Background: an optimization exercise with open tools, aiming at small area and a short achievable clock period. Do not read the settings as production practice. The RTL was checked by simulation tests, not by an equivalence proof against the original design. Power is estimated from default activity; no workload was simulated.

Setup of v39:
// OV7670
module OV7670(
	input Reset,
	output reg [11:0]  PixelData,
	output [14:0] PAddress,
	output reg WPixel,
	input Pclock,
	input Href,
	input Vsync,
	input [7:0] Data,
	output reg [1:0] Promedio,
	output reg [1:0] Forma
);
	reg Href_prev, VSync_prev, Sync;
	reg [7:0] XPixel, YPixel;
	reg [10:0] PAhi;             
	reg [1:0] fcol;              
	reg fk;                      
	reg rgtg, ggtr;              
	reg [3:0] cM;                
	reg armW, armR, armG, armB;  
	reg fresh;                   
	reg [2:0] fd;                
	reg gRG, gGR, gRB, gBR, gGB, gBG;  
	assign PAddress = {PAhi, XPixel[3:0]};
	wire vs_rise = Vsync & ~VSync_prev;
	wire fall    = ~Vsync & ~Href & Href_prev;
	wire hi_byte = ~Vsync & Href & ~Sync;
	wire lo_byte = ~Vsync & Href & Sync;
	wire clr = Reset | vs_rise;
	wire [7:0] xp1, yp1;
	wire x_all1, y_all1;
	OV7670_inc #(8) ix(.q(XPixel), .en(1'b1), .y(xp1), .all1(x_all1));
	OV7670_inc #(8) iy(.q(YPixel), .en(1'b1), .y(yp1), .all1(y_all1));
	wire x_ge175 = XPixel[7] & (XPixel[6] | XPixel[5] & (XPixel[4] | (&XPixel[3:0])));
	wire x_gt175 = XPixel[7] & (XPixel[6] | XPixel[5] & XPixel[4]);
	wire y_ge143 = YPixel[7] & (YPixel[6] | YPixel[5] | YPixel[4] | (&YPixel[3:0]));
  ...
For scale: ~190 flip-flops, roughly 10,000 sq um of cells after synthesis.
clock: 8.0 ns
lec_check: 0
cap_margin: 10
core_margin: 2
core_utilization: 40
cts_buf_list: sky130_fd_sc_hd__clkbuf_4 sky130_fd_sc_hd__clkbuf_8
gpl_routability_driven: 0
gpl_timing_driven: 0
setup_slack_margin: 5
slew_margin: 10
standard.sh (not shown) runs the stock make flow with config.mk's settings and CLKGATE_MAP_FILE= SYNTH_SCRIPT=/design/flow/synth_recipe.tcl, a recipe that flattens the netlist after the stock synthesis.
==> flow/flow/run.sh <==
#!/bin/bash
# The standard layout, with plain buffers (instead of the default delay
# buffer) on the input and output ports.
set -euo pipefail
bash standard.sh 'BUFFER_PORTS_ARGS=-buffer_cell sky130_fd_sc_hd__buf_2' finish > standard.log 2>&1
v39: PASS, flow complete, no timing, DRC or antenna violations
Setup changes, v39 to v29
Settings: GPL_ROUTABILITY_DRIVEN: 0 -> unset; TNS_END_PERCENT: unset -> 10; GPL_TIMING_DRIVEN: 0 -> unset.
--- outcome ---
Of the two candidates, v39 has the better switching power of the nets and v29 the worse one. Going from v39 to v29, fraction of power consumed by combinational cells shrank by 0.2 points; share of the clock period used by the worst path after layout increased 1.5 points. Largest net degree at the start of global routing of v29 exceeds that of v39 by more than half. Between v29 and v39, total routing usage reported by global routing is lower for v29, v39 comes in above that. Compared with v39, v29 shows total length of routed wires lower by about 4%. As far as number of flops mapped to enable cells by yosys goes, v39 and v29 are indistinguishable; the numbers are identical. Re worst setup slack after placement: v39 was higher than v29. v39 consumes more power than v29.
Inputs modified between v29 and v6:
Settings: swapping 40 for 50 in CORE_UTILIZATION; putting PLACE_DENSITY at 0.65 where nothing was set; clearing TNS_END_PERCENT, which used to be 10.
Notes after the runs:
v6 — non-clock buffer instance count of the final layout 6 higher, v29 as reference. Fraction of final layout cells sized beyond drive strength 1: v6 higher than v29. For first-pass GRT wire length, dividing the value from v29 by the value from v6 gives 1.05. v6 closes out successfully: all stages finished, all timing, DRC and antenna checks passed. The run with more setup slack is v6; v29 has less.
Input-level comparison between v11 and v6:
Settings: swapping 50 for 40 in CORE_UTILIZATION; clearing PLACE_DENSITY, which used to be 0.65.
==> flow/flow/run.sh <==
#!/bin/bash
# The standard layout, with plain buffers (instead of the default delay
# buffer) on the input and output ports.
set -euo pipefail
bash standard.sh 'BUFFER_PORTS_ARGS=-buffer_cell sky130_fd_sc_hd__buf_1' finish > standard.log 2>&1
### Flow results
Relative to v6, number of cells after detailed placement has increased by 67 in v11.
Looking at least setup slack across all paths after layout, v11 sits 0.0037 ns below v6.
The final reports for v11 and v6 show average vias per placed instance lower in the former.
On net total in the final layout, v6 and v11 are basically level.
Cmp v11 vs v6: worst-case vdd ir drop lower in v11
[compare] base=v6 new=v11: number of instances resized during post-cts repair up 7; post-layout utilization of the core now sits lower; final antenna diode count level; die area rose by 5400 sq um.
Routed wire length grows by a few percent when moving from v6 to v11.
Having completed the whole flow, v11 delivered a layout that passed the timing, DRC and antenna checks.
What v25 does differently from v11 at the input level:
==> flow/flow/run.sh <==
#!/bin/bash
# The standard layout, with plain buffers (instead of the default delay
# buffer) on the input and output ports.
set -euo pipefail
bash standard.sh 'BUFFER_PORTS_ARGS=-buffer_cell sky130_fd_sc_hd__buf_2' finish > standard.log 2>&1
## What came out
Per the comparison of v25 with v11, sum of internal, switching and leakage power decreased about 2.6%; final cell count essentially unchanged; total power density per cell area decreased 2.6%; wire length increased about 0.9%. Between v25 and v11, it is v25 whose share of final layout cell area taken by clock buffers and inverters is lower, by 0.27 points. For via count of the first global-routing pass, v11 and v25 come out practically identical. [compare] base=v11 new=v25: finished layout cell area stayed essentially flat; critical path depth comparable; fraction of final layout cells sized beyond drive strength 1 went up by 3.2 points. Maximum achievable frequency, v25 and v11: larger value in v25. Against v11 as the reference, v25 delivers a higher minimum setup slack in the final design.
What v48 does differently from v25 at the input level:
Settings: CAP_MARGIN now 20, was 10; CORE_UTILIZATION now 65, was 40; PLACE_DENSITY now 0.75, previously not set; CTS_BUF_LIST no longer set, was sky130_fd_sc_hd__clkbuf_4 sky130_fd_sc_hd__clkbuf_8; SLEW_MARGIN now 20, was 10.
## What came out
v48 reports a lower setup clock skew after layout than v25 does. Summary — proportion of total power due to net switching, v48 relative to v25: lower, by 3.0 points. In v48, the number of clock buffer instances in the layout came out 3 below the value in v25.

## static timing again, ports no longer ideal
The flow's constraints put no driver on any port. The routed layouts listed below were extracted and timed again, unchanged, in two steps.
Step 1 (the two cells are an assumption about what drives the block):
set clk [get_ports {Pclock}]
set_driving_cell -lib_cell sky130_fd_sc_hd__clkbuf_16 $clk
set_driving_cell -lib_cell sky130_fd_sc_hd__buf_2 [delete_from_list [all_inputs] $clk]
Step 2 also shifts input and output timing later by t, the mid clock arrival at the registers, as if the neighbouring blocks saw the same clock.
Slacks: no drivers / after step 1 / after step 2; pairs: no drivers / after step 1.
run	t (ns)	setup slack, ns	clock arrival spread, ns
v39	0.518	5.082 / 5.104 / 4.586	0.019 / 0.020
v29	0.522	4.966 / 4.976 / 4.455	0.023 / 0.023
v6	0.513	5.067 / 5.081 / 4.568	0.018 / 0.018
v11	0.512	5.063 / 5.084 / 4.573	0.024 / 0.023
v25	0.509	5.076 / 5.089 / 4.580	0.027 / 0.028
v48	0.479	5.036 / 5.061 / 4.582	0.015 / 0.016
After both steps every run listed still meets setup and hold. The setup slack of v29, which loses most, moves by +0.010 ns with the drivers and by -0.511 ns with both steps.
